What follows belongs to an exercise in optimizing a design on an open flow for small area; a production flow would make more cautious choices.
In this exercise RTL edits were held to simulation tests only and were not proved equivalent to the original.
No driver is modelled on the clock port, so clocking that relies on it looks cheaper here than on a real chip.
Power is estimated from default activity; no workload was simulated.

==> flow/design.v <==
module motor_ctrl
  (output logic        pwm,
   output logic        dir,
   output logic [31:0] pulse_width,
   output logic [31:0] rot_cnt,
   input  logic [31:0] target_rot_v,
   input  logic [31:0] p_gain,
   input  logic        sa,
   input  logic        sb,
   input  logic        clk,
   input  logic        rstn);
   logic        sa_q0, sb_q0, sa_q1, sb_q1;
   logic        en, dn, up;
   logic [31:0] cnt_r, cnt_sum;
   logic [16:0] cnt_c;
   logic [15:0] hi_c, hi_pm;
   always_comb begin
      en = sa_q1 ^ sb_q1 ^ sa_q0 ^ sb_q0;
      dn = en & (sa_q1 ^ sb_q0);
      up = en & ~(sa_q1 ^ sb_q0);
      cnt_c[0] = up;
      for (int i = 0; i < 16; i++)
        cnt_c[i+1] = (cnt_r[i] & dn) | (cnt_r[i] & cnt_c[i]) | (dn & cnt_c[i]);
      cnt_sum[15:0] = cnt_r[15:0] ^ {16{dn}} ^ cnt_c[15:0];
      hi_c[0] = ~dn;
      for (int i = 0; i < 15; i++)
        hi_c[i+1] = (cnt_r[16+i] & dn) | (cnt_r[16+i] & hi_c[i]) | (dn & hi_c[i]);
      hi_pm = cnt_r[31:16] ^ {16{dn}} ^ hi_c;
      cnt_sum[31:16] = (cnt_c[16] ^ dn) ? hi_pm : cnt_r[31:16];
   end
   logic [9:0] ph;      
   logic       samp;    
   logic [5:0] pc;      
   always_comb samp = &ph[9:5] & ph[3];       
   logic [10:0] dcnt, dc_a, dc_sum, dc_c;     
   always_comb begin
      dc_a    = samp ? 11'd0 : dcnt;
      dc_c[0] = up;
      for (int i = 0; i < 10; i++)
        dc_c[i+1] = (dc_a[i] & dn) | (dc_a[i] & dc_c[i]) | (dn & dc_c[i]);
      dc_sum = dc_a ^ {11{dn}} ^ dc_c;
   end
   logic [10:0] d_r;
   logic        d_sg, d_hi, p_sg;
   logic        kneg, kpos;
   always_comb begin
      kneg = ~p_sg & cnt_r[31] & ~cnt_r[30];    
      kpos = p_sg & ~cnt_r[31] & cnt_r[30];     
   end
   logic       t_i, d_i, dm_i, u_i, e_i;
   logic       c1, b2, tnz, pend;
   logic [4:0] ti, pi;
   logic       ewin, cwin, ld;
   always_comb begin
      ewin = ~|ph[9:6] & ~(ph[5] & ph[4]);    
      cwin = ~|ph[9:6] & (ph[5] ^ ph[4]);     
      ld   = pend & (ph == 10'd49);
      ti   = ph[4:0] | {5{ph[5]}};
      pi   = {~ph[4], ph[3:0]};
      t_i  = target_rot_v[ti];
      d_i  = (ph[5:0] <= 6'd10) ? d_r[0] : (ph[5] ? d_hi : d_sg);
      dm_i = (ph[5:0] <  6'd8)  ? 1'b0 :
             (ph[5:0] <= 6'd18) ? d_r[3] :
             (ph[5:0] <= 6'd39) ? d_sg : d_hi;
      u_i  = t_i ^ d_i ^ c1;
      e_i  = u_i ^ dm_i ^ b2;
   end
   logic [31:0] pw_r;
   logic [15:0] lo;
   logic        sh_top, sh_off;
   logic [14:0] a_lo;
   logic [15:0] a_hi;
   logic        e_r, e_d, c_r, k_r;
   logic [15:0] la, lb, ls;
   logic [16:0] lc;
   logic [16:0] ha, hb, hs, hc;
   always_comb begin
      ha = {a_hi[15], a_hi};
      hb = {17{e_d}} & {p_gain[31], p_gain[31:16]};
      hc[0] = k_r;
      for (int i = 0; i < 16; i++) hc[i+1] = (ha[i] & hb[i]) | (ha[i] & hc[i]) | (hb[i] & hc[i]);
      hs = ha ^ hb ^ hc;
      la = {hs[0], a_lo};
      lb = {16{e_r}} & p_gain[15:0];
      lc[0] = c_r;
      for (int i = 0; i < 16; i++) lc[i+1] = (la[i] & lb[i]) | (la[i] & lc[i]) | (lb[i] & lc[i]);
      ls = la ^ lb ^ lc[15:0];
      sh_top = ~|ph[9:6] & (ph[5] ? lo[0] : hs[16]);
      sh_off = ~|ph[9:6] & ph[5] & (|ph[4:0]);   
   end
   always_ff @(posedge clk) begin
      lo   <= {ls[0], lo[15:1]};
      a_lo <= ls[15:1];
      k_r  <= lc[16] & ~sh_off;
      a_hi <= {sh_top, hs[15:1]};
      e_r  <= e_i & ewin;
      e_d  <= e_r & ~sh_off;
      c_r  <= pw_r[pi] & cwin;
      c1  <= ~samp & ((t_i & d_i) | (t_i & c1) | (d_i & c1));
      b2  <= ~samp & ((~u_i & dm_i) | (~u_i & b2) | (dm_i & b2));
      tnz <= ~samp & (tnz | t_i);
      d_r <= samp ? dcnt : {d_r[0], d_r[10:1]};
      if (samp) begin
         d_sg <= dcnt[10];
         d_hi <= kneg | (~kpos & dcnt[10]);
      end
      if (!rstn) begin
         sa_q0 <= 0; sb_q0 <= 0; sa_q1 <= 0; sb_q1 <= 0;
         cnt_r <= 0;
         ph    <= 0;
         pc    <= 0;
         dcnt  <= 0;
         p_sg  <= 0;
         pend  <= 0;
         pw_r  <= 0;
      end else begin
         sa_q0 <= sa; sb_q0 <= sb; sa_q1 <= sa_q0; sb_q1 <= sb_q0;
         cnt_r <= cnt_sum;
         dcnt  <= dc_sum;
         ph    <= samp ? 10'd0 : ph + 10'd1;
         pc    <= (pc[5] & pc[3]) ? 6'd0 : pc + 6'd1;
         pend  <= pend | samp;
         if (samp) p_sg <= cnt_r[31];
         if (ld) pw_r <= tnz ? {lo, a_hi} : 32'd0;
      end
   end
   always_comb begin
      rot_cnt     = cnt_r;
      pulse_width = pw_r;
      dir         = pw_r[31];
      pwm         = {26'd0, pc} < (pw_r ^ {32{pw_r[31]}});
   end
endmodule
Settings: LEC_CHECK=0, CAP_MARGIN=20, CORE_MARGIN=2, CORE_UTILIZATION=45, PLACE_DENSITY=0.6, SLEW_MARGIN=20; clock period 10.0 ns.
standard.sh (not shown) runs the stock make flow with config.mk's settings and CLKGATE_MAP_FILE= SYNTH_SCRIPT=/design/flow/synth_recipe.tcl, a recipe that flattens the netlist after the stock synthesis.
==> flow/flow/run.sh <==
#!/bin/bash
# The standard layout, with: the standard synthesis's combinational logic
# re-mapped for area (registers and adders untouched), single-strength port
# buffers, and a clock tree of clkbuf_4 without dummy loads (a buffer close to
# the slew limit is upsized after CTS). Each tool's output goes to its own log
# here and under orfs/logs.
set -euo pipefail
W=$PWD
RES=$W/orfs/results/$FLOW_PLATFORM/motor_ctrl/base
LIB=$FLOW_HOME/platforms/sky130hd/lib/sky130_fd_sc_hd__tt_025C_1v80.lib
export BUFFER_PORTS_ARGS="-buffer_cell sky130_fd_sc_hd__buf_1"
export CTS_ARGS="-sink_clustering_enable -repair_clock_nets -dont_use_dummy_load -buf_list {sky130_fd_sc_hd__clkbuf_4}"
export POST_CTS_TCL=$W/flow/post_cts.tcl

bash standard.sh synth > standard_synth.log 2>&1
cp $RES/1_2_yosys.v $W/standard_synth_netlist.v
REMAP_LIB=$LIB REMAP_IN=$W/standard_synth_netlist.v REMAP_OUT=$W/remapped.v REMAP_TOP=$FLOW_TOP \
  REMAP_SCRIPT=$W/flow/abc_area.script \
  DONT_USE_CELLS="sky130_fd_sc_hd__probe_p_8 sky130_fd_sc_hd__probec_p_8 sky130_fd_sc_hd__lpflow_bleeder_1 sky130_fd_sc_hd__lpflow_clkbufkapwr_1 sky130_fd_sc_hd__lpflow_clkbufkapwr_16 sky130_fd_sc_hd__lpflow_clkbufkapwr_2 sky130_fd_sc_hd__lpflow_clkbufkapwr_4 sky130_fd_sc_hd__lpflow_clkbufkapwr_8 sky130_fd_sc_hd__lpflow_clkinvkapwr_1 sky130_fd_sc_hd__lpflow_clkinvkapwr_16 sky130_fd_sc_hd__lpflow_clkinvkapwr_2 sky130_fd_sc_hd__lpflow_clkinvkapwr_4 sky130_fd_sc_hd__lpflow_clkinvkapwr_8 sky130_fd_sc_hd__lpflow_decapkapwr_12 sky130_fd_sc_hd__lpflow_decapkapwr_3 sky130_fd_sc_hd__lpflow_decapkapwr_4 sky130_fd_sc_hd__lpflow_decapkapwr_6 sky130_fd_sc_hd__lpflow_decapkapwr_8 sky130_fd_sc_hd__lpflow_inputiso0n_1 sky130_fd_sc_hd__lpflow_inputiso0p_1 sky130_fd_sc_hd__lpflow_inputiso1n_1 sky130_fd_sc_hd__lpflow_inputiso1p_1 sky130_fd_sc_hd__lpflow_inputisolatch_1 sky130_fd_sc_hd__lpflow_isobufsrc_1 sky130_fd_sc_hd__lpflow_isobufsrc_16 sky130_fd_sc_hd__lpflow_isobufsrc_2 sky130_fd_sc_hd__lpflow_isobufsrc_4 sky130_fd_sc_hd__lpflow_isobufsrc_8 sky130_fd_sc_hd__lpflow_isobufsrckapwr_16 sky130_fd_sc_hd__lpflow_lsbuf_lh_hl_isowell_tap_1 sky130_fd_sc_hd__lpflow_lsbuf_lh_hl_isowell_tap_2 sky130_fd_sc_hd__lpflow_lsbuf_lh_hl_isowell_tap_4 sky130_fd_sc_hd__lpflow_lsbuf_lh_isowell_4 sky130_fd_sc_hd__lpflow_lsbuf_lh_isowell_tap_1 sky130_fd_sc_hd__lpflow_lsbuf_lh_isowell_tap_2 sky130_fd_sc_hd__lpflow_lsbuf_lh_isowell_tap_4 " \
  $FLOW_HOME/../tools/install/yosys/bin/yosys -c $W/flow/remap.tcl > remap.log 2>&1
cp $W/remapped.v $RES/1_2_yosys.v
rm -f $RES/1_synth.odb $RES/1_synth.sdc
bash standard.sh > standard.log 2>&1
==> flow/flow/abc_area.script <==
strash
dch -f
amap
topo
==> flow/flow/post_cts.tcl <==
estimate_parasitics -placement
set n 0
foreach inst [get_cells -quiet clkbuf_*] {
  set m [get_property $inst ref_name]
  if {$m ne "sky130_fd_sc_hd__clkbuf_4"} continue
  set x [get_pins [get_name $inst]/X]
  set s [expr {max([get_property $x slew_max_rise], [get_property $x slew_max_fall])}]
  if {$s > 0.100} {
    replace_cell $inst sky130_fd_sc_hd__clkbuf_8
    incr n
  }
}
puts "POST_CTS: upsized $n clock buffers"
if {$n > 0} { detailed_placement }
Other scripts of this flow, unchanged in this note and not shown: flow/flow/remap.tcl
==> next run, changes <==
--- a/flow/flow/run.sh
+++ b/flow/flow/run.sh
@@ -13,0 +14 @@
+export CLK_UPSIZE_SLEW=0.120
==> flow/flow/abc_area.script (replaced) <==
strash
&get -n
&st
&syn2
&dch -f
&nf -R 1000
&put
topo
--- a/flow/flow/post_cts.tcl
+++ b/flow/flow/post_cts.tcl
@@ -8 +8,2 @@
-  if {$s > 0.100} {
+  puts "POST_CTS: [get_name $inst] slew $s"
+  if {$s > $::env(CLK_UPSIZE_SLEW)} {
=>
- power goes down by 4.8%
- non-clock buffer count goes down by 1
- core utilization goes up by 0.28 points
- worst setup slack loses 0.033 ns
- final cell count goes down by 7.0%
- routed wire length goes down by 7.8%

what the ideal ports hide:
In the flow no input, the clock included, has a driving cell. The finished layouts below were timed again as built, in two steps. Step 1 (the two cells are an assumption about what drives the block):
set clk [get_ports {clk}]
set_driving_cell -lib_cell sky130_fd_sc_hd__clkbuf_16 $clk
set_driving_cell -lib_cell sky130_fd_sc_hd__buf_2 [delete_from_list [all_inputs] $clk]
Step 2 moves the port delays by t, midway between the first and last clock arrival at a register: inputs arrive t later, outputs are due t later. That takes back most of the time a late clock gives input paths. a / b / c = no drivers / after step 1 / after step 2; a / b = the first two.
| run | t, ns | setup WS [ns] | worst hold slack (ns) | worst register clock-pin slew, ns | cell pins on the clock port's net |
|---|---|---|---|---|---|
| the first run | 0.465 | 1.599 / 1.599 / 1.270 | 0.342 / 0.342 / 0.342 | 0.09 / 0.09 | 1 |
| the second run | 0.459 | 1.566 / 1.566 / 1.190 | 0.353 / 0.353 / 0.353 | 0.12 / 0.12 | 1 |
After both steps every run listed still meets setup and hold. The setup slack of the second run, which loses most, moves by 0.000 ns with the drivers and by -0.376 ns with both steps.
